Optimization exercise on an open flow, not production practice.
RTL: at most simulated, not proved equivalent.
Power: default activity.

## flow/config.mk

```make
export PLATFORM = sky130hd
export DESIGN_NAME = my_chip
export DESIGN_NICKNAME = my_chip
export VERILOG_FILES = /design/flow/design.v
export SDC_FILE = /design/flow/constraint.sdc
export NUM_CORES = 4
export LEC_CHECK = 0
export ABC_AREA = 1
export CAP_MARGIN = 20
export CORE_MARGIN = 2
export CORE_UTILIZATION = 40
export CTS_BUF_LIST = sky130_fd_sc_hd__clkbuf_4
export CTS_CLUSTER_SIZE = 20
export SETUP_SLACK_MARGIN = 5.0
export SLEW_MARGIN = 20
export TNS_END_PERCENT = 0
```

## flow/constraint.sdc

```tcl
create_clock -name core_clock -period 8.0 [get_ports {clock}]
set_input_delay 1.6000 -clock core_clock [delete_from_list [all_inputs] [get_ports {clock}]]
set_output_delay 1.6000 -clock core_clock [all_outputs]
set_load 0.01 [all_outputs]
```

## flow/design.v

```verilog
`default_nettype none
module my_chip (
    input  logic [11:0] io_in,
    output logic [11:0] io_out,
    input  logic clock,
    input  logic reset
);
    localparam [11:0] BUBBLE = 12'h300;  
    logic [11:0] cmd;         
    logic [9:0]  rpc;         
    logic [11:0] xi;          
    logic [11:0] xa, xb;      
    logic        zf, pf;      
    logic [11:0] rf [0:15];   
    assign io_out = cmd;
    logic x_add, x_sub, x_and, x_or, x_xor, x_shl, x_shr, x_sra, x_not, x_li;
    logic x_we, x_fwe;
    wire [3:0] xop = xi[11:8];
    wire [3:0] xrd = xi[7:4];
    wire x_load  = (xop == 4'b0001);
    wire x_jump  = (xop == 4'b0010);
    wire x_store = (xop[3:1] == 3'b011);
    wire x_halt  = (xop == 4'b0000);
    logic [11:0] xa_rev, sh_in, sh_out, sh_rev;
    always_comb begin
        for (int i = 0; i < 12; i++) xa_rev[i] = xa[11 - i];
    end
    assign sh_in = x_shl ? xa_rev : xa;
    wire sh_fill = x_sra & xa[11];
    wire big = |xb[11:4] | (xb[3:0] >= 4'd12);
    wire [23:0] sh_w = {{12{sh_fill}}, sh_in} >> xb[3:0];
    always_comb begin
        sh_out = sh_w[11:0];
        if (big) sh_out = {12{sh_fill}};
        for (int i = 0; i < 12; i++) sh_rev[i] = sh_out[11 - i];
    end
    wire [11:0] add_a = xa ^ {12{x_sub}};
    wire [11:0] sum = add_a + xb + {11'b0, x_sub};
    wire [11:0] res = ({12{x_add | x_sub}} & sum)
                    | ({12{x_and}} & (xa & xb))
                    | ({12{x_or}}  & (xa | xb))
                    | ({12{x_xor}} & (xa ^ xb))
                    | ({12{x_shl}} & sh_rev)
                    | ({12{x_shr}} & sh_out)
                    | ({12{x_not}} & ~xb)
                    | ({12{x_li}}  & {8'b0, xi[3:0]});
    wire [11:0] ab_x = xa ^ xb;
    wire z_as  = ((add_a ^ xb) == {add_a[10:0] | xb[10:0], x_sub});
    wire z_and = ((xa & xb) == 12'b0);
    wire z_or  = ((xa | xb) == 12'b0);
    wire z_xor = (ab_x == 12'b0);
    wire z_not = (xb == 12'hFFF);
    wire z_sh  = (sh_out == 12'b0);
    wire res_z = ((x_add | x_sub) & z_as) | (x_xor & z_xor) | (x_and & z_and)
               | (x_or & z_or) | (x_not & z_not) | ((x_shl | x_shr) & z_sh);
    wire res_p = ~res[11] & ~res_z;
    wire zn = x_fwe ? res_z : zf;
    wire pn = x_fwe ? res_p : pf;
    wire fetch = cmd[11] & ~cmd[10] & ~x_load & ~x_jump;
    wire [3:0] iop = io_in[11:8];
    wire [3:0] ird = io_in[7:4];
    wire [3:0] irs = io_in[3:0];
    wire i_load  = (iop == 4'b0001);
    wire i_store = (iop[3:1] == 3'b011);
    wire i_halt  = (iop == 4'b0000);
    wire i_jump  = (iop == 4'b0010);
    wire i_br    = (iop == 4'b0011);
    wire [11:0] ra = (x_we && xrd == ird) ? res : rf[ird];
    wire [11:0] rb = (x_we && xrd == irs) ? res : rf[irs];
    wire br_taken = i_br & (io_in[7] ? pn : zn);
    wire [9:0] fa  = cmd[9:0];
    wire [9:0] fa1 = fa + 10'd1;
    wire [6:0] bg = fa1[6:0] & io_in[6:0];
    wire [6:0] bp = fa1[6:0] ^ io_in[6:0];
    wire [6:0] g1, p1, g2, p2, g3;
    genvar k;
    generate
        for (k = 0; k < 7; k++) begin : pfx
            if (k % 2 == 1) begin
                assign g1[k] = bg[k] | (bp[k] & bg[k-1]);
                assign p1[k] = bp[k] & bp[k-1];
            end else begin
                assign g1[k] = bg[k];
                assign p1[k] = bp[k];
            end
            if (k % 4 >= 2) begin
                assign g2[k] = g1[k] | (p1[k] & g1[(k/4)*4+1]);
                assign p2[k] = p1[k] & p1[(k/4)*4+1];
            end else begin
                assign g2[k] = g1[k];
                assign p2[k] = p1[k];
            end
            if (k >= 4) assign g3[k] = g2[k] | (p2[k] & g2[3]);
            else        assign g3[k] = g2[k];
        end
    endgenerate
    wire [6:0] lo = bp ^ {g3[5:0], 1'b0};
    wire c7 = g3[6];
    wire [2:0] hi_p = fa1[9:7] + 3'd1;
    wire [2:0] hi_m = fa1[9:7] - 3'd1;
    wire [2:0] hi = c7 ? (io_in[6] ? fa1[9:7] : hi_p)
                       : (io_in[6] ? hi_m : fa1[9:7]);
    wire [9:0] br_t = {hi, lo};
    wire [9:0] jp_t = rpc + xa[9:0];
    logic [11:0] cmd_n;
    logic [9:0]  rpc_n;
    logic [11:0] xi_n;
    always_comb begin
        cmd_n = cmd;
        rpc_n = rpc;
        xi_n  = BUBBLE;
        if (fetch) begin
            xi_n = io_in;
            rpc_n = fa1;
            if (i_load)       cmd_n = {2'b10, rb[9:0]};
            else if (i_store) cmd_n = {2'b00, rb[9:0]};
            else if (i_halt)  cmd_n = {2'b11, 10'b0};
            else if (i_jump)  cmd_n = {2'b10, fa1};
            else if (br_taken) cmd_n = {2'b10, br_t};
            else               cmd_n = {2'b10, fa1};
        end else if (x_halt) begin
            xi_n = xi;
        end else if (x_store & ~cmd[10]) begin
            cmd_n = {2'b01, 3'b000, xop[0], (xop[0] ? xa[11:6] : xa[5:0])};
        end else if (x_jump) begin
            cmd_n = {2'b10, jp_t};
        end else begin  
            cmd_n = {2'b10, rpc};
        end
    end
    always_ff @(posedge clock or posedge reset) begin
        if (reset) begin
            cmd <= {2'b10, 10'd0};
            rpc <= 10'd0;
            xi  <= BUBBLE;
            zf  <= 1'b0;
            pf  <= 1'b0;
        end else begin
            cmd <= cmd_n;
            rpc <= rpc_n;
            xi  <= xi_n;
            zf  <= zn;
            pf  <= pn;
        end
    end
    always_ff @(posedge clock) begin
        xa <= ra;
        xb <= rb;
    end
    wire [3:0] nop_ = xi_n[11:8];
    always_ff @(posedge clock or posedge reset) begin
        if (reset) begin
            {x_add, x_sub, x_and, x_or, x_xor, x_shl, x_shr, x_sra, x_not, x_li, x_we, x_fwe} <= '0;
        end else begin
            x_add <= (nop_ == 4'b1000);
            x_sub <= (nop_ == 4'b1001);
            x_and <= (nop_ == 4'b1010);
            x_or  <= (nop_ == 4'b1011);
            x_xor <= (nop_ == 4'b1100);
            x_shl <= (nop_ == 4'b1101);
            x_shr <= (nop_[3:1] == 3'b111);
            x_sra <= (nop_ == 4'b1111);
            x_not <= (nop_ == 4'b0101);
            x_li  <= (nop_ == 4'b0100);
            x_we  <= nop_[3] | (nop_[3:1] == 3'b010);
            x_fwe <= (nop_[3] | (nop_ == 4'b0101)) & (xi_n != 12'hB11);
        end
    end
    wire rf_we = x_we | x_load;
    wire [11:0] rf_wd = x_load ? io_in : res;
    always_ff @(posedge clock or posedge reset) begin
        if (reset) begin
            for (int i = 0; i < 16; i++) rf[i] <= 12'b0;
        end else if (rf_we) begin
            rf[xrd] <= rf_wd;
        end
    end
endmodule
`default_nettype wire
```

## flow/run.sh

```bash
#!/bin/bash
# synth_recipe.tcl (not shown) runs the flow's synth.tcl, then flattens the netlist and writes it again
# the make line also repeats each setting of config.mk as NAME=value (left out here)
make -C /OpenROAD-flow-scripts/flow DESIGN_CONFIG=/design/flow/config.mk WORK_HOME=/design/flow/orfs CLKGATE_MAP_FILE= SYNTH_SCRIPT=/design/flow/synth_recipe.tcl finish
```

==> summary.txt, run 1 <==
- In this run, the number of DRC markers left after iteration 0 of detailed routing was 1733.
- The final worst setup slack is 4.69 ns.
- For this run the aggregate overflow at the end of global routing stands at 0.
- Of all cell types, the one taking the most synthesized area is dfrtp_1.
- The tightest hold path in the finished design has a slack of 0.484 ns.
- After synthesis, the largest family of logic cells by area is simple AND/OR/NAND/NOR gates.
- The number of max-cap violations is 0.
- Cells fill 48.7% of the core in the end.
- The power density of the placed cells is 430 mW/mm^2.
- The worst-path cell with the longest stage delay is dfrtp_4.
- The initial antenna violation count is 1.
- Routability-driven placement finished with a final weighted congestion of 1.05.
- The max-slew violation count is 0.
- Leaving out fill and tap cells, the most frequent cell in the layout is nand2_1.
- The met2 wire length is 33200 um.
- The classification of the worst setup path is reg2reg.
- The flow ran to the end and the layout has no timing, DRC or antenna violations.
- The worst IR drop on VDD is 0.000181 V.
- The pre-CTS setup slack is 2.69 ns.
- Entering global routing, the biggest net connects 131 pins.
- At the pin with the least slew margin, the transition time is 0.935 ns.
- The final count of hold timing violations is 0.
- The proportion of netlist area held by the largest area contributor is 36.0%.
- The TritonCTS clock tree is done.
- The most used flip-flop cell after synthesis is dfrtp_1.
- Wires add up to 72500 um.
- The CTS sink count is 264.
- The tree is rooted in a clkbuf_4.
- The post-cts hold buffer count is 0.
- The highest metal layer used by the detailed router is met4.
- Once detail routing completed, the nets flagged for antenna violations numbered 0.
- The port buffer count is 25.
- The proportion of synthesized chip area in sequential cells is 39.4%.
- The number of clock buffers added by TritonCTS is 75.
- The clock transition at the register clock pins on the worst setup and hold paths after CTS is 0.07 ns.
- The maximum single-stage delay on the critical path is 0.59 ns.
- 26 I/O pins were placed.
- The sum of net half-perimeters after detailed placement is 52400 um.
- In the final design database the tool counted 2423 nets.
- The post-synthesis adder-cell area fraction is 5.39%.
- The number of synthesis warnings is 2.
- After Yosys synthesis, XOR and XNOR cells account for 1.86% of the synthesized area.
- In the synthesized netlist, mux cells make up 0% of the area.
- Based on the critical path, the design can be clocked at up to 302 MHz.
- The global-route wire length before repair is 107000 um.
- The floorplan step defined a core boundary enclosing 0.0407 sq mm.
- In this run the mean area of a mapped cell was 7.41 sq um.
- The setup clock skew after layout is 0.0913 ns.
- Counting every instance in the synthesized netlist gives 2225.
- After Yosys synthesis, and, or, nand and nor cells account for 24.2% of the synthesized area.
- The average wire per standard cell is 24.8 um.
- The total nets after synthesis is 2307.
- Along the worst path, the maximum fanout reaches 8.
- In the routed layout, each cell is associated on average with a via count of 5.89.
- The worst slew margin relative to its limit is 37.6%.
- The flop and latch count out of synthesis is 264.
- The complex-gate fraction of the synthesized area is 20.9%.
- The worst-case clock buffer depth is 3.
- The floorplan step set the die height to 207 um.
- Yosys mapped a number of flops with a built-in enable equal to 0.
- The clock period minus final worst setup slack is 3.31 ns.
- The wire length on met1 is 29300 um.
- Traced cell by cell, the critical path runs through buf_12 -> xnor2_4 -> ha_4 -> a21oi_2 -> nand2_2 -> nand4_1 -> o211ai_1 -> a21o_1 -> a21oi_2 -> nand2_1 -> nand3_1 -> nand4_1 -> o21ai_4 -> clkbuf_16 -> o21ai_1.
- In the detailed route, the total length drawn on met3 is 5000 um.
- The detailed-router iteration count before antenna repair is 5.
- The area of the die is 0.0429 sq mm.
- STA classifies the critical path endpoint as a flip-flop.
- The total number of H-tree levels is 3.
- The number of different library cells in the post-synthesis netlist is 62.
- The initial utilization of the core area, before any placement, comes to 40.5%.
- The latest clock arrival within the worst-skew pair is 0.80 ns.
- The final total negative setup slack is 0 ns.
- The overall via count from detail_route is 17300.
- The worst endpoint data arrival time is 3.94 ns.
- In the layout the commonest cells are nand2_1, dfrtp_1, o21ai_0.
- Setup repair after global routing could not meet its margin everywhere.
- The mapped netlist covers 0.0165 sq mm.
- After detailed routing, the number of remaining DRC violations is 0.
- The leakage power total is 9.25 nW.
- For this run, asynchronously set or reset flops after synthesis account for 90.9%.
- The data required time of the worst path is 8.63 ns.
- Ranked by total cell area, the synthesized netlist is headed by dfrtp_1, nand2_1, o21ai_0.
- The category of the worst setup path launch point is a flip-flop.
- The global-route usage over all layers is 32.9%.
- The final clock period utilization by the worst path is 41.3%.
- The horizontal die dimension is 207 um.
- The kind of path behind the tightest hold check is reg2reg.
- Compared with the post-synthesis result, the final layout area differs by 20.4%.
- Setup violations remaining at the end of the flow were counted as 0.
- The via count of the first global-routing pass came to 16800.
- The number of rows created at floorplan is 74.
- The share of post-route cells with drive strength above 1 is 19.0%.
==> worst max-delay path: cells and delay by family (launching register included) <==
| kind | cells | cell delay, ns |
|---|---|---|
| adders and majority gates | 1 | 0.31 |
| xor gates and xnor gates | 1 | 0.14 |
| DFF | 1 | 0.59 |
| AOI/OAI and AO/OA | 6 | 1.14 |
| and+or+nand+nor | 5 | 0.51 |
| buffers and inverters | 2 | 0.43 |
==> state kept, by name, summed over array words and instances, names as in the netlist, 10 cells and up <==
register and cells:
xi 12, xa 12, xb 12, rpc 10, cmd 12, rf 192
==> layer usage <==
metal,track usage (%),vias up
met5,0,-
met4,19.9,0
met3,5.47,273
met2,53.4,858
met1,41.3,8292
li1,-,7837
==> final timing paths <==
kind | cells after the start | to | start | slack [ns]
worst max-delay path | 15 | rf[5][10]$_DFFE_PP0P_ | x_sub$_DFF_PP0_ | 4.69
worst min-delay path | 2 | rf[10][10]$_DFFE_PP0P_ | rf[10][10]$_DFFE_PP0P_ | 0.48
worst max register to register | 15 | rf[5][10]$_DFFE_PP0P_ | x_sub$_DFF_PP0_ | 4.69
worst min register to register | 2 | rf[10][10]$_DFFE_PP0P_ | rf[10][10]$_DFFE_PP0P_ | 0.48
max in group asynchronous | 3 | x_sub$_DFF_PP0_ | reset | 5.11
min in group asynchronous | 2 | rf[8][10]$_DFFE_PP0P_ | reset | 1.36
==> metrics by stage <==
step | std cells | power [mW] | cell area, sq um
6_report | 2928 | 8.54 | 19800
5_1_grt | 2928 | 9.11 | 19800
4_1_cts | 2894 | 8.01 | 19000
3_3_place_gp | 2721 | 6.38 | 17300
3_5_place_dp | 2721 | 6.42 | 17300
2_1_floorplan | 2225 | 4.85 | 16500
==> kinds of logic (layout without fill, tap and decap cells) <==
| logic type | Yosys count | after routing |
|---|---|---|
| xor+xnor | 35 | 35 |
| compound gates | 572 | 572 |
| other cells | 0 | 1 |
| flops | 264 | 264 |
| fa+ha+maj | 68 | 68 |
| buf+inv | 351 | 521 |
| simple gates | 935 | 935 |
==> layout make-up <==
cell class	count	area, sq um
diodes	1	2.50
clock buffers	108	811
clock inverters	23	163
fillers	4141	20900
inverters	262	1020
multi-input cells	1610	9500
flip-flops and latches	264	6510
well taps	532	666
repair buffers	128	1170
==> synthesized netlist by cell type, types with 8 or more instances <==
cell type / instances
a211oi_1: 12
a21oi_1: 48
a21oi_2: 11
a221oi_1: 53
buf_2: 17
clkbuf_1: 65
clkinv_1: 8
dfrtp_1: 237
dfxtp_1: 24
ha_1: 63
inv_1: 247
nand2_1: 584
nand3_1: 106
nand4_1: 33
nor2_1: 133
nor2_2: 11
nor3_1: 19
nor4_1: 17
o2111ai_1: 17
o211ai_1: 8
o21ai_0: 251
o21ai_1: 69
o21ai_2: 8
o22ai_1: 57
xnor2_1: 19
xor2_1: 16
==> power by group <==
| part | leakage, nW | switching, mW | internal (mW) |
|---|---|---|---|
| clock network | 0.579 | 0.619 | 0.689 |
| registers | 3.04 | 0.798 | 1.96 |
| logic | 5.62 | 2.84 | 1.63 |
| total | 9.25 | 4.26 | 4.28 |
==> timing repair <==
action,in CTS,in global routing
resized for setup,144,162
pin swaps,12,38
setup buffers,42,31
cloned,0,2
setup endpoints to repair,250,311
Testbench counts, summed over its fixed seeds: cycles 144,292.
==> inputs of run 2 (changes only) <==
--- a/flow/config.mk
+++ b/flow/config.mk
@@ -10,7 +10,4 @@
 export CORE_MARGIN = 2
 export CORE_UTILIZATION = 40
-export CTS_BUF_LIST = sky130_fd_sc_hd__clkbuf_4
-export CTS_CLUSTER_SIZE = 20
-export SETUP_SLACK_MARGIN = 5.0
+export SETUP_SLACK_MARGIN = 4.5
 export SLEW_MARGIN = 20
-export TNS_END_PERCENT = 0
==> run 2 against run 1 <==
Net effect: critical path type unchanged; final area is 3.4% lower; synthesized cell count stayed put; register-to-register slack got worse by 0.16 ns; largest power group unchanged; utilization fell by 1.6 points; worst hold slack improved by 0.0018 ns.
==> summary.txt, run 2 <==
- The worst IR drop on VDD is 0.000204 V.
- Measured along the y axis, the die boundary spans 207 um.
- The final total negative setup slack is 0 ns.
- The run finished with no timing, DRC or antenna violations.
- The via count of the first global-routing pass was 16100.
- The total number of nets in the final design is 2345.
- Summing all flip-flop and latch instances after layout gives 0.00650 sq mm.
- The final count of hold timing violations is 0.
- The filler cell count in the final layout is 4158.
- The proportion of synthesized chip area in sequential cells is 39.4%.
- The starting DRC count in detailed routing is 1829.
- In the routed design, unresolved DRC markers number 0.
- The data required time of the worst path is 8.41 ns.
- The setup path with the least slack is of type reg2reg.
- The total number of H-tree levels is 1.
- After floorplanning, the core was divided into 74 placement rows.
- Hold repair after CTS inserted 0 buffers.
- Once the floorplan was initialized, standard cells occupied 40.5% of the core.
- The mean post-synth cell area is 7.41 sq um.
- The flop and latch count out of synthesis is 264.
- The worst endpoint data arrival time is 3.88 ns.
- The number of synthesis warnings is 2.
- Summed over all instances, the cell type with the most area after synthesis is dfrtp_1.
- For the finished layout, the period the worst path requires is 3.47 ns.
- The first global-routing pass estimated 105000 um of wire.
- During I/O placement, the number of pins put on the boundary was 26.
- The kind of path behind the tightest hold check is reg2reg.
- The port buffer count is 25.
- The average wire per standard cell is 24.9 um.
- The TritonCTS clock tree is done.
- Leaving out fill and tap cells, the most frequent cells in the layout are nand2_1, o21ai_0, dfrtp_1.
- The placer congestion estimate is 1.05.
- The worst setup path is launched from a flip-flop.
- The number of enable flip-flop cells after synthesis is 0.
- For this design the ratio of total power to cell area is 431 mW/mm^2.
- More flip-flops sit in one register than any other, and that register is rf.
- The latest clock arrival within the worst-skew pair is 0.58 ns.
- The post-route non-filler standard cell count is 2819.
- The initial antenna violation count is 1.
- The cell count after synthesis came out at 2225.
- After detailed routing, the total wire length is 70200 um.
- The maximum number of pins on one net before global-route repair is 131.
- The leakage power total is 8.92 nW.
- The top cell type by area accounts for 36.0% of the synthesized area.
- The register with the most flip-flops in the layout has 192 of them.
- The worst-path maximum fanout is 24.
- The peak clock frequency supported by timing is 289 MHz.
- The area of the mapped netlist is 0.0165 sq mm.
- The clock transition at the register clock pins on the worst setup and hold paths after CTS is 0.06 ns.
- The sum of net half-perimeters after detailed placement is 52400 um.
- Setup repair after global routing could not meet its margin everywhere.
- After synthesis, the cell types taking the most area are dfrtp_1, nand2_1, o21ai_0.
- TritonCTS created 31 clock buffers.
- The area growth from synthesis to final layout is 16.3%.
- The floorplan step defined a core boundary enclosing 0.0407 sq mm.
- The mean number of vias per cell is 5.90.
- The overall via count from detail_route is 16600.
- Summing all multi-input logic gate instances after layout gives 0.00906 sq mm.
- At the pin with the least slew margin, the transition time is 1.08 ns.
- The worst setup path is captured at a flip-flop.
- The design draws 8.27 mW.
- Between clock sinks in the finished design, the worst skew comes to 0.0146 ns.
- The final clock period utilization by the worst path is 43.3%.
- The first detailed-routing pass ran for 8 iterations.
- In the synthesized netlist, the cells that appear most often are nand2_1, o21ai_0, inv_1, dfrtp_1, nor2_1.
- The post-detailed-route count of antenna-violating nets is 0.
- In this run the tightest slew margin relative to its limit is 28.3%.
- Across the run, the number of max-cap violations was 0.
- The number of different library cells in the post-synthesis netlist is 62.
- After routing the design area is 0.0192 sq mm.
- The die is 207 um wide.
- The worst-case clock buffer depth is 3.
- The repair_antennas step left the layout with diodes totalling 0.
- The CTS sink count is 264.
- The most common cell in the synthesized netlist is nand2_1.
- After global routing the overflow that remains totals 0.
- The tree is rooted in a clkbuf_16.
- The setup-violating endpoint count in the final report is 0.
- For this run, asynchronously set or reset flops after synthesis account for 90.9%.
- When the netlist entered floorplanning its net count stood at 2307.
- The area of the die is 0.0429 sq mm.
- The post-route netlist has 12.5% of its cells at a drive strength greater than 1.
- Including well taps, the total number of placed cells is 2721.
- The commonest non-fill, non-tap cell in the layout is nand2_1.
- The cell area reported after detailed placement is 0.0173 sq mm.
- For this run, the total global-route usage over all layers was measured as 32.2%.
- The max-slew violation count came to 0.
- Among all flip-flop cells after synthesis, the most frequent one is dfrtp_1.
[run 2: cell count changes in the layout (fill, tap and decap cells not counted), sizes merged]
cell / delta
bufinv: +4
dlygate4sd2: -11
diode: -1
inv: +1
clkbuf: -71
clkinv: -9
buf: -33
clkdlybuf4s15: -1
clkdlybuf4s50: +12
[run 2: cell type report]
class / count / share of cell area (%)
timing repair inverter: 1 / 0.0261
clock inverter: 18 / 1.33
sequential: 264 / 33.9
tap: 532 / 3.47
clock buffer: 39 / 4.46
timing repair buffer: 93 / 4.28
multi-input combinational: 1610 / 47.2
inverter: 262 / 5.28
[run 2: timing repair]
| action | in CTS | in global routing |
|---|---|---|
| endpoints found under the setup margin | 179 | 146 |
| resized for setup | 100 | 59 |
| cloned | 0 | 1 |
| pin swaps | 7 | 12 |
| buffers inserted | 18 | 22 |
[run 2: cells by family after synthesis]
logic type               Yosys count  synth area share, %
flip-flops                       264                 39.4
adder cells (fa/ha/maj)           68                 5.39
buffers and inverters            351                 8.26
XOR/XNOR                          35                 1.86
AND/OR/NAND/NOR                  935                 24.2
AO/OA/AOI/OAI                    572                 20.9
[run 2: per-layer routing]
layer | vias up | global-route usage, % | part of all wire, %
met2 | 756 | 52.4 | 46
met3 | 218 | 4.67 | 6.4
met1 | 8032 | 41.4 | 41
met4 | 2 | 17.0 | 6.2
li1 | 7628 | - | -
met5 | - | 0 | 0.024
[run 2: power by group]
part	internal [mW]	total (mW)	switching [mW]
sequential	1.96	2.76	0.798
combinational	1.34	3.97	2.63
clock	0.949	1.54	0.594
total	4.25	8.27	4.02
[run 2: stage by stage]
stage,worst slack (ns),utilization (%),hold slack (ns)
4_1_cts,4.52,46.1,0.490
3_3_place_gp,2.36,42.4,0.470
6_report,4.53,47.1,0.486
5_1_grt,4.35,47.1,0.495
3_5_place_dp,2.69,42.4,0.475
2_1_floorplan,3.25,-,0.453
[run 2: critical path, cell delays in order (launching register included)]
cell	delay (ns)
dfstp_2	0.65
inv_1	0.15
nor3_2	0.21
buf_4	0.32
nor2_1	0.13
nor3_1	0.70
nand2_1	0.79
nand2_1	0.23
o21ai_0	0.11
[run 2: worst paths after layout]
| path | start | to | slack, ns | cells past startpoint |
|---|---|---|---|---|
| min reg2reg | rf[15][10]$_DFFE_PP0P_ | rf[15][10]$_DFFE_PP0P_ | 0.49 | 2 |
| max reg2reg | xi[8]$_DFF_PP1_ | rf[14][11]$_DFFE_PP0P_ | 4.53 | 8 |
| max | xi[8]$_DFF_PP1_ | rf[14][11]$_DFFE_PP0P_ | 4.53 | 8 |
| min in group asynchronous | reset | rf[15][4]$_DFFE_PP0P_ | 1.56 | 2 |
| max in group asynchronous | reset | x_sub$_DFF_PP0_ | 4.90 | 3 |
| min | rf[15][10]$_DFFE_PP0P_ | rf[15][10]$_DFFE_PP0P_ | 0.49 | 2 |
==> inputs of run 3 (changes only) <==
--- a/flow/config.mk
+++ b/flow/config.mk
@@ -10,4 +10,6 @@
 export CORE_MARGIN = 2
 export CORE_UTILIZATION = 40
+export CTS_BUF_LIST = sky130_fd_sc_hd__clkbuf_4 sky130_fd_sc_hd__clkbuf_8
+export CTS_CLUSTER_SIZE = 25
 export SETUP_SLACK_MARGIN = 4.5
 export SLEW_MARGIN = 20
==> run 3 against run 2 <==
Net effect: combinational power hardly changed; synthesized cell count is the same; highest routed layer is now met4; global-route usage is 0.19 points higher; worst setup slack lost 0.085 ns; critical endpoint is now rf[6][9]$_DFFE_PP0P_.
==> summary.txt, run 3 <==
- The flow ran to the end and the layout has no timing, DRC or antenna violations.
- The mean number of vias per cell is 5.90.
- The area growth from synthesis to final layout is 14.2%.
- The kind of cell adding the most delay to the critical path is simple AND/OR/NAND/NOR gates.
- The global-route wire length before repair is 105000 um.
- The die span in y is 207 um.
- The number of enable flip-flop cells after synthesis is 0.
- For the final routed database, the setup TNS stands at 0 ns.
- The max-slew violation count came to 0.
- The total number of nets in the final design is 2344.
- The final count of hold timing violations is 0.
- The leading area contributor after synthesis is dfrtp_1.
- The leakage power total is 8.80 nW.
- The Yosys step of the flow raised 2 warnings.
- The gate count of the mapped netlist is 2225.
- The most numerous cell type found on the critical path is nand2_1.
- The most used flip-flop cell after synthesis is dfrtp_1.
- The clock period minus final worst setup slack is 3.55 ns.
- Entering global routing, the biggest net connects 131 pins.
- Setup violations remaining at the end of the flow were counted as 0.
- The worst-case clock buffer depth is 3.
- For this block, the initial DRC count from the detailed router was 1727.
- The placed cell count is 2721.
- The detailed-router iteration count before antenna repair is 8.
- The post-detailed-route count of antenna-violating nets is 0.
- The worst hold path was traced through 2 stages.
- The flip-flop count of the largest register, all copies and words added is 192.
- TritonCTS built the clock tree.
- The setup clock skew after layout is 0.0535 ns.
- The proportion of synthesized chip area in sequential cells is 39.4%.
- The cell area that synthesis handed to floorplanning was 0.0165 sq mm.
- The startpoint identified for the worst hold timing path is rf[3][3]$_DFFE_PP0P_.
- Walking the worst path, the cells encountered are inv_1 -> nor3_2 -> buf_4 -> nor2_1 -> nor3_1 -> nand2_1 -> nand2_1 -> o21ai_0.
- Static timing analysis puts the maximum clock frequency at 282 MHz.
- The classification of the worst setup path is reg2reg.
- The netlist uses 62 different library cells.
- The starting density of the core is 40.5%.
- The CTS sink count is 264.
- The filler cell count in the final layout is 4228.
- Dividing total power by cell area gives a power density of 427 mW/mm^2.
- The number of nets in the synthesized netlist is 2307.
- The sum of net half-perimeters after detailed placement is 52400 um.
- The data required time of the worst path is 8.47 ns.
- The proportion of netlist area held by the largest area contributor is 36.0%.
- For hold timing, the worst endpoint is rf[3][3]$_DFFE_PP0P_.
- In this run the critical register-to-register path is captured at rf[6][9]$_DFFE_PP0P_.
- Setup repair after global routing could not meet its margin everywhere.
- The worst slew margin relative to its limit is 29.6%.
- The pre-CTS setup slack is 2.69 ns.
- The port buffer count is 25.
- Once layout is complete, the cells apart from fillers number 2831.
- For the worst flop-to-flop path, the logic depth is 8.
- The latest clock arrival within the worst-skew pair is 0.65 ns.
- In this run the critical register-to-register path is launched from xi[8]$_DFF_PP1_.
- The post-route netlist has 12.2% of its cells at a drive strength greater than 1.
- The initial antenna violation count is 0.
- After clock tree synthesis, the clock-pin slew on the worst setup and hold paths is 0.06 ns.
- Of all nets on the critical path, the largest fanout is 24.
- Counting buffers and inverters, the worst setup path is 8 cells deep.
- Together, buffers and inverters on the worst path number 2.
- The floorplan has 74 rows.
- The cell with the most instances after synthesis is nand2_1.
- The worst-path cell with the longest stage delay is nand2_1.
- The commonest non-fill, non-tap cell in the layout is nand2_1.
- From left edge to right edge, the die measures 207 um.
- The via count of the first global-routing pass is 16300.
- After detailed routing, the average wire length per cell comes to 24.7 um.
- By area the synthesized netlist is led by dfrtp_1, nand2_1, o21ai_0.
- Sorting the synthesized cells by how often they occur yields nand2_1, o21ai_0, inv_1, dfrtp_1, nor2_1.
- The global-route usage over all layers is 32.3%.
- The critical path starts at xi[8]$_DFF_PP1_.
- The maximum single-stage delay on the critical path is 0.83 ns.
- After floorplanning, the core was sized to cover 0.0407 sq mm.
- For this run, design rule violations remaining after detail routing come to 0.
- For this run, asynchronously set or reset flops after synthesis account for 90.9%.
- The flop and latch count out of synthesis is 264.
- The kind of path behind the tightest hold check is reg2reg.
- The top register by number of flip-flops is rf.
- For flop-to-flop paths, the worst setup slack is 4.45 ns.
- A synthesized cell averages 7.41 sq um.
- The worst setup path is captured at a flip-flop.
- In this run, CTS created clock tree buffers numbering 46.
- The number of antenna repair diodes is 0.
- Routability-driven placement finished with a final weighted congestion of 1.05.
- The number of max-cap violations is 0.
- The total congestion overflow is 0.
- For this block, the via count after detailed routing is 16700.
- Leaving out fill and tap cells, the most frequent cells in the layout are nand2_1, o21ai_0, dfrtp_1.
- The count of pins on the block boundary is 26.
- The area of the die is 0.0429 sq mm.
- VDD sags by at most 0.000174 V.
- The total number of H-tree levels is 2.
- The category of the worst setup path launch point is a flip-flop.
- Clock tree synthesis selected as its root buffer the cell clkbuf_8.
- The final clock period utilization by the worst path is 44.4%.
- Once routing completed, OpenROAD measured the worst setup slack at 4.45 ns.
- The worst endpoint data arrival time is 4.02 ns.
- The routed design has 70000 um of wire.
- The transition at the pin with the smallest max-transition slack is 1.06 ns.
-- run 3: routing by layer --
metal / vias to the layer above / wire [um] / global-route usage [%]
li1: 7633 / - / -
met1: 8064 / 28700 / 41.4
met2: 768 / 31700 / 51.8
met3: 246 / 4720 / 4.53
met4: 0 / 4910 / 19.9
met5: - / 0 / 0
-- run 3: area by class of cell --
| class | count | area (sq um) | area share [%] |
|---|---|---|---|
| Multi-Input combinational cell | 1610 | 8960 | 47.6 |
| Tap cell | 532 | 666 | 3.53 |
| Inverter | 262 | 1010 | 5.37 |
| Clock inverter | 10 | 67.6 | 0.359 |
| Clock buffer | 75 | 926 | 4.92 |
| Sequential cell | 264 | 6500 | 34.5 |
| Timing Repair Buffer | 78 | 704 | 3.74 |
-- run 3: worst reg2reg max path, cell delays in order, from the launching register on --
cell     delay, ns
dfstp_2       0.65
inv_1         0.15
nor3_2        0.21
buf_4         0.31
nor2_1        0.14
nor3_1        0.71
nand2_1       0.83
nand2_1       0.26
o21ai_0       0.12
-- run 3: what timing repair did --
item / 4_1_cts / 5_1_grt
gates resized for setup: 84 / 42
pin swaps: 8 / 2
setup buffers: 16 / 9
setup endpoints to repair: 179 / 138
hold buffers: 0 / 0
-- run 3: logic make-up after synthesis --
kind of cell,after synthesis,synth area share (%)
compound gates,572,20.9
xor+xnor,35,1.86
fa+ha+maj,68,5.39
buf+inv,351,8.26
flops,264,39.4
simple gates,935,24.2
-- run 3: how the worst max path moves through the flow --
| stage | to | slack (ns) |
|---|---|---|
| 3_5_place_dp | cmd[9]$_DFFE_PP0P_ | 2.69 |
| 6_report | rf[6][9]$_DFFE_PP0P_ | 4.45 |
| 3_3_place_gp | cmd[9]$_DFFE_PP0P_ | 2.36 |
| 4_1_cts | x_fwe$_DFF_PP0_ | 4.52 |
| 5_1_grt | rf[12][3]$_DFFE_PP0P_ | 4.36 |
| 2_1_floorplan | cmd[0]$_DFFE_PP0P_ | 3.25 |
-- run 3: power by group --
group          switching, mW  leakage [nW]  internal (mW)
clock                  0.600         0.540          0.738
combinational           2.62          5.21           1.33
sequential             0.789          3.05           1.96
total                   4.01          8.80           4.03
-- run 3: per-stage QoR --
step / util [%] / total power, mW / hold WS (ns) / instance area [sq um]
2_1_floorplan: - / 4.85 / 0.453 / 16500
3_3_place_gp: 42.4 / 6.38 / 0.470 / 17300
3_5_place_dp: 42.4 / 6.42 / 0.475 / 17300
4_1_cts: 45.8 / 7.88 / 0.490 / 18600
5_1_grt: 46.2 / 8.58 / 0.496 / 18800
6_report: 46.2 / 8.03 / 0.485 / 18800
==> inputs of run 4 (changes only) <==
--- a/flow/config.mk
+++ b/flow/config.mk
@@ -12,4 +12,4 @@
 export CTS_BUF_LIST = sky130_fd_sc_hd__clkbuf_4 sky130_fd_sc_hd__clkbuf_8
 export CTS_CLUSTER_SIZE = 25
-export SETUP_SLACK_MARGIN = 4.5
+export SETUP_SLACK_MARGIN = 5.0
 export SLEW_MARGIN = 20
==> run 4 against run 3 <==
Net effect: still clean on timing, DRC and antenna; worst hold slack got worse by 0.0044 ns; critical path depth increased by 8; power increased by 22%; sequential cell count unchanged; die area unchanged; utilization increased by 7.3 points; count of clock-buffer cells in the layout increased by 4; clock skew decreased by 0.018 ns; final cell count increased by 3.9%; non-clock buffer count increased by 112; fmax increased by 6.6%.
==> summary.txt, run 4 <==
- The flow ran to the end and the layout has no timing, DRC or antenna violations.
- The flop and latch count out of synthesis is 264.
- Summed over all layers, the global routing overflow is 0.
- The setup clock skew after layout is 0.0350 ns.
- Sorting the synthesized cells by how often they occur yields nand2_1, o21ai_0, inv_1, dfrtp_1, nor2_1.
- Detailed routing inserted a total of 17700 vias.
- The via count of the first global-routing pass is 16700.
- The global-route wire length before repair is 110000 um.
- The share of post-route cells with drive strength above 1 is 28.8%.
- The critical path goes through buf_12 -> xnor2_4 -> inv_2 -> fa_2 -> nand3_2 -> nand2_2 -> buf_6 -> buf_6 -> nand2_4 -> nand2_4 -> a21oi_4 -> xor2_2 -> o221ai_4 -> o21ai_4 -> clkbuf_16 -> o21ai_0.
- The worst-path cell with the longest stage delay is dfrtp_4.
- The mapped netlist covers 0.0165 sq mm.
- The transition at the pin with the smallest max-transition slack is 0.725 ns.
- Ranked by total cell area, the synthesized netlist is headed by dfrtp_1, nand2_1, o21ai_0.
- The gate count of the mapped netlist is 2225.
- The filler cell count in the final layout is 3826.
- Power comes to 9.77 mW.
- The number of buffers added by the clock tree synthesis step is 45.
- In the post-synthesis netlist, the cell with the most instances is nand2_1.
- The number of placed instances, taps included, is 2718.
- The power density of the placed cells is 448 mW/mm^2.
- The floorplan step set the die width to 207 um.
- On the critical path the largest part of the delay comes from compound AO/OA/AOI/OAI gates.
- The post-route worst hold slack is 0.481 ns.
- In this run the static leakage power is 9.99 nW.
- The clock transition at the register clock pins on the worst setup and hold paths after CTS is 0.06 ns.
- The top register by number of flip-flops is rf.
- The number of rows created at floorplan is 74.
- Once detail routing completed, the nets flagged for antenna violations numbered 0.
- The post-route non-filler standard cell count is 2942.
- In the layout the commonest cells are nand2_1, dfrtp_1, inv_1.
- With fillers left out, the area of the finished cells amounts to 0.0218 sq mm.
- For this run, design rule violations remaining after detail routing come to 0.
- Yosys mapped a number of flops with a built-in enable equal to 0.
- The post-cts hold buffer count is 0.
- The number of different library cells in the post-synthesis netlist is 62.
- The sum of net half-perimeters after detailed placement is 53100 um.
- Timing would allow up to 300 MHz.
- The share of flip-flops with an asynchronous set or reset is 90.9%.
- Of the synthesized area, sequential elements account for 39.4%.
- Port buffering added 25 buffers.
- The pre-antenna-repair detailed-routing pass consisted of 6 iterations.
- The first routing iteration left 1718 violations.
- TritonCTS built the clock tree.
- At the placement stage, the worst setup path has a slack of 2.62 ns.
- The number of antenna diodes in the final layout is 0.
- The global-route usage over all layers is 33.9%.
- Measured along the y axis, the die boundary spans 207 um.
- Compared with the post-synthesis result, the final layout area differs by 32.2%.
- The commonest non-fill, non-tap cell in the layout is nand2_1.
- The worst path meets setup with 4.67 ns of slack.
- The average wire per standard cell is 26.3 um.
- The core area is 0.0407 sq mm.
- In this run the deepest clock path goes through 3 buffers.
- The kind of capture point of the worst setup path is a flip-flop.
- The final count of hold timing violations was 0.
- The latest clock arrival within the worst-skew pair is 0.64 ns.
- The total number of nets in the final design is 2456.
- The final core area utilization is 53.5%.
- Max-cap violations in this run came to 0.
- Setup repair after global routing could not meet its margin everywhere.
- In this run the worst path has a maximum fanout of 8.
- The starting density of the core is 40.5%.
- The CTS sink count is 264.
- Of the available clock period, the critical path in the final layout requires 41.6%.
- The initial antenna violation count is 0.
- The wire length after detailed routing is 77300 um.
- The number of synthesis warnings is 2.
- The min-delay analysis places its worst path in the category reg2reg.
- The max-slew violation count is 0.
- After detailed routing, the number of vias per cell comes to 6.01.
- The register with the most flip-flops in the layout has 192 of them.
- The count of pins on the block boundary is 26.
- In this run the tightest slew margin relative to its limit is 51.4%.
- The worst IR drop on VDD is 0.000194 V.
- The final total negative setup slack is 0 ns.
- The mean post-synth cell area is 7.41 sq um.
- The routed design could run at a clock period as short as 3.33 ns.
- The leading area contributor after synthesis is dfrtp_1.
- The worst setup path is launched from a flip-flop.
- For this run, the slowest stage of the critical path takes 0.58 ns.
- The root buffer cell chosen for the clock tree is clkbuf_8.
- The cell area reported after detailed placement is 0.0174 sq mm.
- Entering global routing, the biggest net connects 129 pins.
- The proportion of netlist area held by the largest area contributor is 36.0%.
- The placer congestion estimate is 1.06.
- In the synthesized netlist the dominant register cell turns out to be dfrtp_1.
- The classification of the worst setup path is reg2reg.
- The total number of H-tree levels is 2.
- Setup violations remaining at the end of the flow were counted as 0.
- STA puts the critical path data arrival time at 3.82 ns.
- The data required time of the worst path is 8.49 ns.
- The number of buffers and inverters on the critical path is 5.
- The area of the die is 0.0429 sq mm.
- When the netlist entered floorplanning its net count stood at 2307.
[run 4: cell count changes in the layout (fill, tap and decap cells not counted), sizes merged, moves of 3 or more]
cell | before | now
dlygate4sd2 | 3 | 11
inv | 250 | 246
clkinvlp | 7 | 10
clkinv | 15 | 10
clkbuf | 75 | 88
buf | 56 | 164
clkdlybuf4s50 | 17 | 5
[run 4: metal layers]
metal / GRT usage (%) / vias to the layer above / routed length (um)
met3: 4.67 / 312 / 5630
met5: 0 / - / 0
met2: 54.0 / 900 / 34500
li1: - / 7909 / -
met1: 44.2 / 8562 / 31100
met4: 19.6 / 0 / 6060
[run 4: logic make-up (layout without fill, tap and decap cells)]
| family | count (synthesis) | in the layout | synth area share, % |
|---|---|---|---|
| adder cells (fa/ha/maj) | 68 | 68 | 5.39 |
| AO/OA/AOI/OAI | 572 | 572 | 20.9 |
| XOR/XNOR | 35 | 35 | 1.86 |
| buffers and inverters | 351 | 535 | 8.26 |
| flip-flops | 264 | 264 | 39.4 |
| AND/OR/NAND/NOR | 935 | 936 | 24.2 |
[run 4: worst paths after layout]
kind	from	cells after the start	slack [ns]	endpoint
worst max-delay path	x_sub$_DFF_PP0_	16	4.67	rf[6][6]$_DFFE_PP0P_
max in group asynchronous	reset	4	5.45	x_sub$_DFF_PP0_
worst min-delay path	rf[8][6]$_DFFE_PP0P_	2	0.48	rf[8][6]$_DFFE_PP0P_
min in group asynchronous	reset	2	1.30	rf[11][0]$_DFFE_PP0P_
worst min register to register	rf[8][6]$_DFFE_PP0P_	2	0.48	rf[8][6]$_DFFE_PP0P_
worst max register to register	x_sub$_DFF_PP0_	16	4.67	rf[6][6]$_DFFE_PP0P_
[run 4: layout make-up]
cell class / count / area, sq um / share of cell area [%]
clock buffer: 79 / 975 / 4.47
multi-input combinational: 1611 / 10600 / 48.7
clock inverter: 4 / 25.0 / 0.115
timing repair buffer: 190 / 1950 / 8.95
inverter: 262 / 1040 / 4.78
sequential: 264 / 6520 / 29.9
tap: 532 / 666 / 3.05
[run 4: worst register-to-register path, stage by stage (launching register included)]
cell and delay (ns):
dfrtp_4 0.58, buf_12 0.17, xnor2_4 0.17, inv_2 0.08
fa_2 0.38, nand3_2 0.09, nand2_2 0.07, buf_6 0.12
buf_6 0.12, nand2_4 0.07, nand2_4 0.05, a21oi_4 0.17
xor2_2 0.25, o221ai_4 0.22, o21ai_4 0.33, clkbuf_16 0.25
o21ai_0 0.08
[run 4: where the power goes]
group | switching, mW | internal, mW | leakage [nW]
clock | 0.585 | 0.761 | 0.530
sequential | 0.820 | 1.96 | 3.05
combinational | 3.45 | 2.19 | 6.42
[run 4: what timing repair did]
item,in CTS,in global routing
setup buffers,97,32
gates cloned,3,8
resized for setup,360,289
setup endpoints to repair,313,221
pin swaps,103,63
==> inputs of run 5 (changes only) <==
--- a/flow/config.mk
+++ b/flow/config.mk
@@ -9,7 +9,8 @@
 export CAP_MARGIN = 20
 export CORE_MARGIN = 2
-export CORE_UTILIZATION = 40
+export CORE_UTILIZATION = 60
 export CTS_BUF_LIST = sky130_fd_sc_hd__clkbuf_4 sky130_fd_sc_hd__clkbuf_8
 export CTS_CLUSTER_SIZE = 25
 export SETUP_SLACK_MARGIN = 5.0
 export SLEW_MARGIN = 20
+export TNS_END_PERCENT = 0
==> run 5 against run 4 <==
Net effect: global-route usage grew 13 points; combinational power shrank 24%; clock power grew 3%; final area shrank 10%; critical endpoint is now rf[14][0]$_DFFE_PP0P_; highest routed layer unchanged.
==> summary.txt, run 5 <==
- The run finished with no timing, DRC or antenna violations.
- Of the available clock period, the critical path in the final layout requires 42.2%.
- The average wire per standard cell is 25.7 um.
- The met3 global-route usage is 11.1%.
- The max-slew violation count was 0.
- The kind of capture point of the worst setup path is a flip-flop.
- The detailed-route DRC error count is 0.
- The number of antenna repair diodes is 0.
- The gate count of the mapped netlist is 2225.
- The flop and latch count out of synthesis is 264.
- The filler cell count in the final layout is 2031.
- Along the worst path, the maximum fanout reaches 24.
- After synthesis, the cell types taking the most area are dfrtp_1, nand2_1, o21ai_0.
- The global-route usage over all layers is 46.6%.
- The global-route wire length before repair is 100000 um.
- The leakage power total is 9.15 nW.
- The maximum number of pins on one net before global-route repair is 142.
- The clock period minus final worst setup slack is 3.37 ns.
- No sink is reached through more buffers than the 3 on the longest clock path.
- Summing the sequential cell areas from Yosys gives 39.4% of the chip area.
- From left edge to right edge, the die measures 170 um.
- The layer with the highest usage is met2.
- The total number of H-tree levels is 2.
- For the final routed database, the setup TNS stands at 0 ns.
- The commonest non-fill, non-tap cell in the layout is nand2_1.
- The number of rows created at floorplan is 60.
- The initial antenna violation count is 0.
- In the synthesized netlist, the cells that appear most often are nand2_1, o21ai_0, inv_1, dfrtp_1, nor2_1.
- The share of post-route cells with drive strength above 1 is 17.9%.
- The wire length after detailed routing is 68600 um.
- The power density of the placed cells is 431 mW/mm^2.
- The most used flip-flop cell after synthesis is dfrtp_1.
- The sum of net half-perimeters after detailed placement is 47400 um.
- In this run, distinct cell masters in the synthesized netlist total 62.
- Setup violations remaining at the end of the flow were counted as 0.
- Counting flops with an async set or reset pin after synthesis yields a share of 90.9%.
- The share of power burned in registers is 32.8%.
- IR analysis of the VDD net gives a maximum drop of 0.000288 V.
- Counting flops per register, the top entry is rf.
- Setup repair after global routing could not meet its margin everywhere.
- At the pin with the least slew margin, the transition time is 1.05 ns.
- The category of the worst setup path launch point is a flip-flop.
- The area of all sequential standard cells is 0.00651 sq mm.
- At the placement stage, the worst setup path has a slack of 2.92 ns.
- In the layout the commonest cells are nand2_1, o21ai_0, dfrtp_1.
- In this run the vertical extent of the chip is 170 um.
- For this run, global-route usage on met1 was measured as 57.2%.
- The setup clock skew after layout is 0.0624 ns.
- The number of enable flip-flop cells after synthesis is 0.
- The peak clock frequency supported by timing is 296 MHz.
- The number of synthesis warnings is 2.
- The register with the most flip-flops in the layout has 192 of them.
- The data required time of the worst path is 8.45 ns.
- For this configuration, the core starts out at a cell density of 61.2%.
- The total nets after synthesis is 2307.
- The total number of nets in the final design is 2380.
- The setup path with the least slack is of type reg2reg.
- The worst slew margin relative to its limit is 29.6%.
- Clock-pin slew was measured on the worst setup and hold paths at 0.07 ns.
- After detailed routing, the number of vias per cell comes to 6.74.
- In this run the clock root is driven by a clkbuf_8.
- The starting DRC count in detailed routing is 2412.
- Yosys instantiated no cell more often than nand2_1.
- In the final layout, the multi-input gates occupy 0.00945 sq mm.
- In this run the biggest area consumer among cell types represents 36.0% of the synthesized area.
- The number of max-cap violations is 0.
- For this run, the share of the core covered by cells in the final layout is 72.5%.
- The fraction of power consumed by the clock network is 16.5%.
- TritonCTS built the clock tree.
- The internal power summed over all cells is 4.24 mW.
- The area growth from synthesis to layout is 18.4%.
- For this run the aggregate overflow at the end of global routing stands at 0.
- The analysis attributes to net switching a power of 4.19 mW.
- Combinational cells account for 50.7% of the total power.
- The CTS sink count is 264.
- The first TritonRoute pass finished after 9 iterations.
- The detail route stage leaves a number of antenna-violating nets equal to 0.
- The kind of path behind the tightest hold check is reg2reg.
- The count of pins on the block boundary is 26.
- The worst endpoint data arrival time is 3.82 ns.
- The overall via count from detail_route is 18000.
- The global-route track usage on met2 is 71.4%.
- The latest clock arrival within the worst-skew pair is 0.63 ns.
- The placer congestion estimate is 1.05.
- The switching share of power is 49.7%.
- The port buffer count is 25.
- The final count of hold timing violations came to 0.
- The worst path meets setup with 4.63 ns of slack.
- The via count of the first global-routing pass is 16700.
- The number of buffers added by the clock tree synthesis step is 44.
- The core area is 0.0270 sq mm.
- After synthesis the cells add up to 0.0165 sq mm.
- The die covers 0.0288 sq mm.
- The mean post-synth cell area is 7.41 sq um.
- The leading area contributor after synthesis is dfrtp_1.
[run 5: cell count changes in the layout (fill, tap and decap cells not counted), sizes merged]
cell           before  now
clkdlybuf4s50       5   16
nor2              146  148
clkbuf             88   71
dlygate4sd2        11    1
clkinv             10   13
inv               246  250
buf               164   92
bufinv              0    3
nand3             115  114
clkdlybuf4s15       1    2
clkinvlp           10    9
[run 5: metal layers]
metal | part of all wire [%] | wire (um) | up-vias
met2 | 44 | 29900 | 1469
met3 | 11 | 7880 | 460
met4 | 9.9 | 6830 | 0
met5 | 0 | 0 | -
met1 | 35 | 24000 | 8377
li1 | - | - | 7708
[run 5: path summary, 6_finish.rpt]
check / end / start / slack (ns) / depth (start not counted)
setup / recovery: rf[14][0]$_DFFE_PP0P_ / xi[8]$_DFF_PP1_ / 4.63 / 8
hold / removal: rf[3][4]$_DFFE_PP0P_ / rf[3][4]$_DFFE_PP0P_ / 0.49 / 2
setup reg to reg: rf[14][0]$_DFFE_PP0P_ / xi[8]$_DFF_PP1_ / 4.63 / 8
hold reg to reg: rf[3][4]$_DFFE_PP0P_ / rf[3][4]$_DFFE_PP0P_ / 0.49 / 2
max in group asynchronous: cmd[5]$_DFFE_PP0P_ / reset / 5.18 / 3
min in group asynchronous: rf[8][4]$_DFFE_PP0P_ / reset / 1.42 / 2
[run 5: per-stage QoR]
step,std cells,instance area [sq um],total power [mW],hold slack (ns)
finish,2674,19500,8.42,0.487
global route,2674,19500,8.80,0.505
CTS,2629,18700,7.87,0.490
detailed placement,2521,17000,6.23,0.473
global placement,2521,17000,6.11,0.467
floorplan,2225,16500,4.85,0.453
[run 5: cell families after synthesis]
kind of cell / count (synthesis) / share of synthesized area, %
simple gates: 935 / 24.2
fa+ha+maj: 68 / 5.39
buf+inv: 351 / 8.26
xor+xnor: 35 / 1.86
flops: 264 / 39.4
compound gates: 572 / 20.9
[run 5: worst max-delay path: stages (launching register included)]
cell and delay [ns]:
dfstp_2 0.65, inv_1 0.14, nor3_2 0.23, buf_6 0.27
nor2_1 0.17, nor3_2 0.82, nand2_2 0.63, nand2_1 0.17
o21ai_0 0.10
[run 5: power by group through the flow]
stage | Sequential (mW) | Combinational, mW | Clock [mW]
6_report | 2.76 | 4.27 | 1.39
3_3_place_gp | 2.66 | 3.45 | 0
4_1_cts | 2.66 | 3.83 | 1.38
2_1_floorplan | 2.35 | 2.50 | 0
5_1_grt | 2.78 | 4.59 | 1.44
3_5_place_dp | 2.66 | 3.57 | 0
[run 5: final cells by class]
type | count | area share (%)
Timing Repair Buffer | 114 | 5.61
Multi-Input combinational cell | 1612 | 48.4
Clock inverter | 13 | 0.852
Inverter | 262 | 5.21
Clock buffer | 68 | 4.38
Sequential cell | 264 | 33.4
Tap cell | 341 | 2.19
[run 5: timing repair]
action	4_1_cts	5_1_grt
hold buffers	0	0
gates cloned	0	2
endpoints found under the setup margin	246	313
buffers inserted	27	43
pin swaps	17	33
resized for setup	183	109
==> inputs of run 6 (changes only) <==
--- a/flow/config.mk
+++ b/flow/config.mk
@@ -9,5 +9,5 @@
 export CAP_MARGIN = 20
 export CORE_MARGIN = 2
-export CORE_UTILIZATION = 60
+export CORE_UTILIZATION = 40
 export CTS_BUF_LIST = sky130_fd_sc_hd__clkbuf_4 sky130_fd_sc_hd__clkbuf_8
 export CTS_CLUSTER_SIZE = 25
==> run 6 against run 5 <==
Net effect: still clean; combinational power about the same; count of clock-buffer cells in the layout increased by 7; final cell count grew 7.1%; clock power shrank 4%; synthesized cell count unchanged; worst hold slack got worse by 0.0015 ns; power is 0.28% lower; worst setup slack gained 0.15 ns; sequential cell count did not move; sequential share of layout area decreased by 0.24 points; non-clock buffer count is 4 lower; critical path type is now in2reg; critical endpoint is now cmd[9]$_DFFE_PP0P_; largest power group unchanged; highest routed layer unchanged.
==> summary.txt, run 6 <==
- For the pin with the worst max-slew slack, the measured transition is 0.943 ns.
- The number of different library cells in the post-synthesis netlist is 62.
- The detailed-route DRC error count is 0.
- On the worst path, the slowest cell contributes a delay of 0.46 ns.
- The filler cell count in the final layout is 4145.
- The mean number of vias per cell is 5.92.
- The clock passes through at most 3 buffers.
- The total number of H-tree levels is 2.
- Measured against the total synthesized area, the mux share comes to 0%.
- Summing the areas of all compound-gate instances in the mapped netlist gives 20.9% of the synthesized area.
- The master cell of the clock root buffer is clkbuf_8.
- The number of rows created at floorplan is 74.
- The overall via count from detail_route is 17000.
- The multi-input logic area is 0.00947 sq mm.
- Yosys mapped a number of flops with a built-in enable equal to 0.
- The initial utilization of the core area, before any placement, comes to 40.5%.
- During placement, the flow inserted port buffers numbering 25.
- The slowest stage of the critical path is the a2111oi_4 cell.
- For this block, the routed nets add up to 71800 um of wire.
- TritonCTS built the clock tree.
- The average wire per standard cell is 25.1 um.
- Setup repair after global routing could not meet its margin everywhere.
- Cells with a size suffix above 1 make up 17.5% of the layout.
- The commonest cells after synthesis are nand2_1, o21ai_0, inv_1, dfrtp_1, nor2_1.
- In the final design database the tool counted 2377 nets.
- The commonest non-fill, non-tap cell in the layout is nand2_1.
- The total nets after synthesis is 2307.
- The worst endpoint data arrival time is 3.75 ns.
- On the final layout, the worst hold slack is 0.486 ns.
- Detailed placement finished with a half-perimeter wire length of 52400 um.
- Summing the areas of all fa, ha and maj instances in the mapped netlist gives 5.39% of the synthesized area.
- Along the worst path, the maximum fanout reaches 7.
- The proportion of synthesized chip area in sequential cells is 39.4%.
- After layout, the worst setup slack is 4.77 ns.
- The area of all sequential standard cells is 0.00651 sq mm.
- The number of antenna repair diodes is 0.
- Timing would allow up to 310 MHz.
- The die span in y is 207 um.
- The pre-CTS setup slack is 2.69 ns.
- The final clock period utilization by the worst path is 40.3%.
- STA classifies the critical path startpoint as an input pin.
- The power density of the placed cells is 427 mW/mm^2.
- In this run the static leakage power is 9.09 nW.
- The cell with the most instances after synthesis is nand2_1.
- The first global-routing pass estimated 106000 um of wire.
- For the final database, setup skew stands at 0.0526 ns.
- The starting DRC count in detailed routing is 1825.
- The library cells used most frequently in the layout, excluding fill and tap cells, are nand2_1, o21ai_0, dfrtp_1.
- VDD sags by at most 0.000175 V.
- The buffering stage count on the worst path with inverters included is 3.
- The register with the most flip-flops in the layout has 192 of them.
- The tree built by TritonCTS fans out to 264 sinks.
- The count of pins on the block boundary is 26.
- The most used flip-flop cell after synthesis is dfrtp_1.
- Global routing used 32.7% of the available tracks across all layers.
- The max-slew violation count came to 0.
- In the synthesized netlist, the number of instances is 2225.
- For this run, the number of Yosys warnings is 2.
- Of the total synthesized cell area, the portion taken by XOR and XNOR cells is 1.86%.
- The number of max-cap violations is 0.
- The via count of the first global-routing pass is 16500.
- The flow ran to the end and the layout has no timing, DRC or antenna violations.
- The worst slew margin relative to its limit is 37.0%.
- Counting flops per register, the top entry is rf.
- The proportion of netlist area held by the largest area contributor is 36.0%.
- The number of buffers added by the clock tree synthesis step is 46.
- Summing the areas of all and, or, nand and nor instances in the mapped netlist gives 24.2% of the synthesized area.
- After clock tree synthesis, the clock-pin slew on the worst setup and hold paths is 0.06 ns.
- The final total negative setup slack is 0 ns.
- The classification of the worst setup path is in2reg.
- Walking the worst path, the cells encountered are buf_4 -> nand2_2 -> nor2_4 -> inv_2 -> buf_4 -> o21ai_0 -> a2111oi_4 -> nand3_1 -> a21boi_2 -> a21oi_1 -> nand2_1 -> a21oi_2.
- The data required time of the worst path is 8.53 ns.
- At the end of routability-driven placement, the weighted congestion stood at 1.05.
- The initial antenna violation count came to 0.
- Setup violations remaining at the end of the flow were counted as 0.
- The core area is 0.0407 sq mm.
- STA classifies the critical path endpoint as a flip-flop.
- The smallest clock period supported by the final layout is computed as 3.23 ns.
- The most used cell along the critical path is buf_4.
- The latest clock arrival within the worst-skew pair is 0.65 ns.
- Compared with the post-synthesis result, the final layout area differs by 19.3%.
- In this run, synthesis produced a sequential element count of 264.
- The main combinational cell family by area after synthesis is simple AND/OR/NAND/NOR gates.
- Measured along the x axis, the die boundary spans 207 um.
- The floorplan step defined a die boundary enclosing 0.0429 sq mm.
- The post-detailed-route count of antenna-violating nets is 0.
- The kind of cell adding the most delay to the critical path is compound AO/OA/AOI/OAI gates.
- Of all flip-flops after synthesis, the portion carrying an async set or reset was 90.9%.
- By area the synthesized netlist is led by dfrtp_1, nand2_1, o21ai_0.
- The detailed-router iteration count before antenna repair is 8.
- The kind of path behind the tightest hold check is reg2reg.
- The post-cts hold buffer count is 0.
- The biggest area contributor in the post-synthesis netlist is dfrtp_1.
- The mean post-synth cell area is 7.41 sq um.
- In this run the cell area of the synthesized design comes to 0.0165 sq mm.
- The maximum number of pins on one net before global-route repair is 131.
- The total congestion overflow is 0.
- The final count of hold timing violations is 0.
-- run 6: what timing repair did --
item | CTS | global route
gates resized for setup | 166 | 124
cloned | 0 | 2
endpoints found under the setup margin | 307 | 335
buffers inserted | 33 | 23
pin swaps | 14 | 23
-- run 6: worst paths after layout --
| kind | from | end | slack (ns) | depth (start not counted) |
|---|---|---|---|---|
| worst min register to register | rf[3][3]$_DFFE_PP0P_ | rf[3][3]$_DFFE_PP0P_ | 0.49 | 2 |
| worst max-delay path | io_in[2] | cmd[9]$_DFFE_PP0P_ | 4.77 | 12 |
| worst max register to register | x_sub$_DFF_PP0_ | cmd[8]$_DFFE_PP0P_ | 4.80 | 18 |
| worst min-delay path | rf[3][3]$_DFFE_PP0P_ | rf[3][3]$_DFFE_PP0P_ | 0.49 | 2 |
| max in group asynchronous | reset | rf[0][8]$_DFFE_PP0P_ | 5.25 | 3 |
| min in group asynchronous | reset | rf[8][10]$_DFFE_PP0P_ | 1.51 | 2 |
-- run 6: layout make-up --
type	count	share of cell area [%]
multi-input combinational	1611	48.1
sequential	264	33.1
inverter	262	5.23
timing repair buffer	110	5.08
clock buffer	75	4.71
tap	532	3.38
clock inverter	10	0.344
-- run 6: report_power, final --
part / switching, mW / internal (mW)
clock: 0.602 / 0.738
sequential: 0.804 / 1.96
combinational: 2.78 / 1.51
total: 4.19 / 4.21
-- run 6: metrics by stage --
stage	power, mW	instance area, sq um	instances	utilization (%)
CTS	8.03	19000	2839	46.6
global placement	6.38	17300	2721	42.4
finish	8.40	19700	2864	48.3
global route	8.94	19700	2864	48.3
detailed placement	6.42	17300	2721	42.4
floorplan	4.85	16500	2225	-
-- run 6: worst reg2reg max path, cell delays in order, from the launching register on --
cell and delay [ns]:
dfrtp_4 0.57, buf_6 0.20, xnor2_1 0.16, ha_1 0.40, nand2_1 0.12, o21ai_2 0.20
nand2_1 0.06, and3_1 0.19, nor2_1 0.11, nor2_2 0.07, nor2_4 0.16, nand3_4 0.14
nand3_4 0.13, buf_4 0.13, nand4_1 0.09, nand3_1 0.10, nand2_1 0.08, nand2_1 0.13
a21oi_2 0.05
-- run 6: cell families after synthesis --
kind of cell / count (synthesis)
and+or+nand+nor: 935
AOI/OAI and AO/OA: 572
buffers and inverters: 351
DFF: 264
adders and majority gates: 68
xor gates and xnor gates: 35
-- run 6: metal layers --
| layer | share of wire (%) | track usage, % | routed length [um] |
|---|---|---|---|
| met5 | 0 | 0 | 0 |
| met1 | 40 | 41.7 | 29000 |
| met2 | 45 | 52.4 | 32700 |
| met3 | 6.7 | 4.78 | 4820 |
| met4 | 7.4 | 20.7 | 5290 |
==> inputs of run 7 (changes only) <==
--- a/flow/config.mk
+++ b/flow/config.mk
@@ -6,5 +6,4 @@
 export NUM_CORES = 4
 export LEC_CHECK = 0
-export ABC_AREA = 1
 export CAP_MARGIN = 20
 export CORE_MARGIN = 2
==> run 7 against run 6 <==
Net effect: still clean; via count fell by 8.1%; critical path depth decreased by 3; sequential cell count did not move; die area decreased by 1.1%; final cell count is 15% lower; register-to-register slack got worse by 0.46 ns.
==> summary.txt, run 7 <==
- The cell depth of the worst min-delay path is 2.
- The placed cell count is 2348.
- The setup-violating endpoint count in the final report is 0.
- TritonCTS built the clock tree.
- Across the run, the number of max-cap violations was 0.
- The number of buffers added by the clock tree synthesis step is 43.
- The first global-routing pass estimated 95800 um of wire.
- The H-tree was split into 2 levels.
- The worst endpoint data arrival time is 4.15 ns.
- The worst-case hold path end point is rpc[9]$_DFFE_PP0P_.
- The post-detailed-route count of antenna-violating nets is 0.
- For this run, the leading register cell type out of synthesis is dfrtp_1.
- On the worst path, the slowest cell contributes a delay of 0.82 ns.
- The starting density of the core is 40.8%.
- The worst setup path is launched from an input pin.
- The routed length on met3 is 6320 um.
- After detailed routing, the average wire length per cell comes to 26.2 um.
- The total nets after synthesis is 1965.
- The placer congestion estimate is 0.958.
- The startpoint identified for the worst register-to-register timing path is xb[6]$_DFF_P_.
- The worst-path cell with the longest stage delay is dlygate4sd2_1.
- The signal on the critical path passes through dlygate4sd2_1 -> nand2b_1 -> nor2_1 -> buf_4 -> a22o_1 -> a221oi_1 -> nand3_1 -> o22ai_1 -> o21ai_0.
- The leading area contributor after synthesis is dfrtp_1.
- In this run the most critical hold path is launched from rpc[9]$_DFFE_PP0P_.
- The worst-path maximum fanout is 19.
- At the pin with the least slew margin, the transition time is 1.15 ns.
- Detailed routing inserted a total of 15600 vias.
- The register with the most flip-flops in the layout has 192 of them.
- The kind of capture point of the worst setup path is a flip-flop.
- The master cell of the clock root buffer is clkbuf_8.
- The final count of hold timing violations came to 0.
- The via count of the first global-routing pass is 15000.
- Sorting the synthesized cells by area gives the leading types as dfrtp_1, o21ai_0, nand2_1.
- The synthesized netlist occupies a cell area of 0.0163 sq mm.
- The worst IR drop on VDD is 0.000219 V.
- The die span in y is 206 um.
- The clock reaches the later pin of the worst-skew pair after 0.60 ns.
- The global-route usage over all layers is 30.3%.
- The synthesized design contains 264 register bits.
- CTS saw 264 sinks.
- The first detailed-routing pass took 7 iterations.
- The commonest non-fill, non-tap cell in the layout is nand2_1.
- The core area is 0.0400 sq mm.
- The routed design could run at a clock period as short as 3.69 ns.
- The post-route non-filler standard cell count is 2448.
- Counting distinct cell types in the post-synthesis netlist gives 90.
- The final layout contains 1974 nets.
- The repair_antennas step left the layout with diodes totalling 0.
- Setup repair after global routing could not meet its margin everywhere.
- The floorplan has 73 rows.
- The run finished with no timing, DRC or antenna violations.
- After detailed routing, the met2 layer carries 28300 um of wire.
- The proportion of netlist area held by the largest area contributor is 36.4%.
- The share of post-route cells with drive strength above 1 is 15.0%.
- Pin placement for this block handled 26 I/O pins.
- The endpoint identified for the worst register-to-register timing path is cmd[2]$_DFFE_PP0P_.
- The proportion of synthesized chip area in sequential cells is 39.8%.
- The maximum number of pins on one net before global-route repair is 71.
- The gate count of the mapped netlist is 1883.
- The worst slew margin relative to its limit is 23.4%.
- The peak clock frequency supported by timing is 271 MHz.
- The clock transition at the register clock pins on the worst setup and hold paths after CTS is 0.06 ns.
- In this run the deepest clock path goes through 3 buffers.
- The total non-filler cell area in the finished layout is 0.0188 sq mm.
- The starting DRC count in detailed routing is 2313.
- The commonest cells after synthesis are nand2_1, o21ai_0, dfrtp_1, a22oi_1, clkbuf_1.
- The worst register-to-register path has a setup slack of 4.34 ns.
- The filler cell count in the final layout is 3844.
- The post-cts hold buffer count is 0.
- In this run the worst hold path is classified as reg2reg.
- The floorplan step defined a die boundary enclosing 0.0424 sq mm.
- Timing analysis after detailed placement gives a worst setup slack of 2.98 ns.
- The area growth from synthesis to final layout is 15.1%.
- Global routing finished with a remaining overflow of 0.
- Once routing completed, OpenROAD measured the worst setup slack at 4.31 ns.
- During synthesis, Yosys emitted a total of 2 warnings.
- The setup clock skew after layout is 0.0185 ns.
- The top register by number of flip-flops is rf.
- The average instance in the mapped netlist occupies 8.66 sq um.
- Port buffering added 25 buffers.
- The count of cells along the worst register-to-register path is 11.
- After detailed placement, the total cell area comes to 0.0172 sq mm.
- The classification of the worst setup path is in2reg.
- In this run the top signal layer used is met5.
- Setup total negative slack on the finished layout was measured at 0 ns.
- The max-slew violation count is 0.
- The power density of the placed cells is 387 mW/mm^2.
- The routed design has 64200 um of wire.
- Data on the critical path is required at its endpoint by 8.46 ns.
- The leakage power total is 7.97 nW.
- In the final routing, the length of wire on met1 measures 25500 um.
- In the layout the commonest cells are nand2_1, o21ai_0, dfrtp_1.
- The initial antenna violation count is 2.
- The total power draw is 7.27 mW.
- The worst path uses 46.1% of the clock period.
- The cell with the most instances after synthesis is nand2_1.
- In the routed design, unresolved DRC markers number 0.
- The mean number of vias per cell is 6.36.
- For this run, asynchronously set or reset flops after synthesis account for 90.9%.
- In this run, synthesis inferred 0 flip-flops with an integrated enable.
- The horizontal die dimension is 206 um.
- The sum of net half-perimeters after detailed placement is 42600 um.
## run 7: cell count changes after synthesis, moves of 23 or more
cell | before | now
nand2_1 | 584 | 307
inv_1 | 247 | 67
a22oi_1 | 2 | 127
nand3_1 | 106 | 36
o21ai_1 | 69 | 7
clkbuf_1 | 65 | 126
nor2_1 | 133 | 85
mux2i_1 | 0 | 29
a221oi_1 | 53 | 25
o22ai_1 | 57 | 29
xor2_1 | 16 | 43
a22o_1 | 1 | 26
nor3_1 | 19 | 42
## run 7: how the worst max path moves through the flow
stage | depth (start not counted) | from | to | slack [ns]
final | 9 | io_in[6] | xa[5]$_DFF_P_ | 4.31
after global routing | 16 | x_sub$_DFF_PP0_ | cmd[8]$_DFFE_PP0P_ | 4.25
after CTS | 14 | x_sub$_DFF_PP0_ | cmd[8]$_DFFE_PP0P_ | 4.39
after detailed placement | 14 | io_in[0] | cmd[9]$_DFFE_PP0P_ | 2.98
after global placement | 14 | io_in[0] | cmd[9]$_DFFE_PP0P_ | 3.01
after floorplan | 1 | reset | cmd[0]$_DFFE_PP0P_ | 3.25
## run 7: power by group
part / leakage (nW) / switching, mW / total [mW] / internal, mW
clock: 0.502 / 0.574 / 1.30 / 0.726
sequential: 3.18 / 0.818 / 2.75 / 1.93
combinational: 4.29 / 1.91 / 3.21 / 1.31
## run 7: critical path, delay by kind of cell
kind / cells / cell delay [ns]
buffers and inverters: 2 / 1.05
AOI/OAI and AO/OA: 4 / 0.99
and+or+nand+nor: 3 / 0.50
## run 7: metal layers
metal / GRT usage, % / vias up
met5: 0 / -
met3: 7.27 / 274
met1: 38.7 / 7397
met2: 47.5 / 992
met4: 16.4 / 2
li1: - / 6915
## run 7: cell families after synthesis
logic type / Yosys count / synth area share [%]
DFF: 264 / 39.8
muxes: 49 / 3.94
AOI/OAI and AO/OA: 638 / 25.5
xor gates and xnor gates: 60 / 3.22
and+or+nand+nor: 596 / 16.9
buffers and inverters: 208 / 5.14
adders and majority gates: 68 / 5.45
## run 7: cell type report
| cell class | instances | area [sq um] | share of cell area (%) |
|---|---|---|---|
| Timing Repair Buffer | 105 | 892 | 4.75 |
| Inverter | 67 | 259 | 1.38 |
| Sequential cell | 264 | 6510 | 34.7 |
| Tap cell | 525 | 657 | 3.50 |
| Clock buffer | 68 | 873 | 4.65 |
| Clock inverter | 8 | 75.1 | 0.400 |
| Multi-Input combinational cell | 1411 | 9510 | 50.6 |
## run 7: repair_timing
| action | 4_1_cts | 5_1_grt |
|---|---|---|
| resized for setup | 96 | 32 |
| setup endpoints to repair | 294 | 421 |
| gates cloned | 1 | 0 |
| pin swaps | 18 | 15 |
| setup buffers | 14 | 8 |
## run 7: metrics by stage
step	util [%]	hold WS, ns
2_1_floorplan	-	0.467
3_3_place_gp	42.8	0.487
3_5_place_dp	42.9	0.496
4_1_cts	46.4	0.511
5_1_grt	46.9	0.530
6_report	46.9	0.510
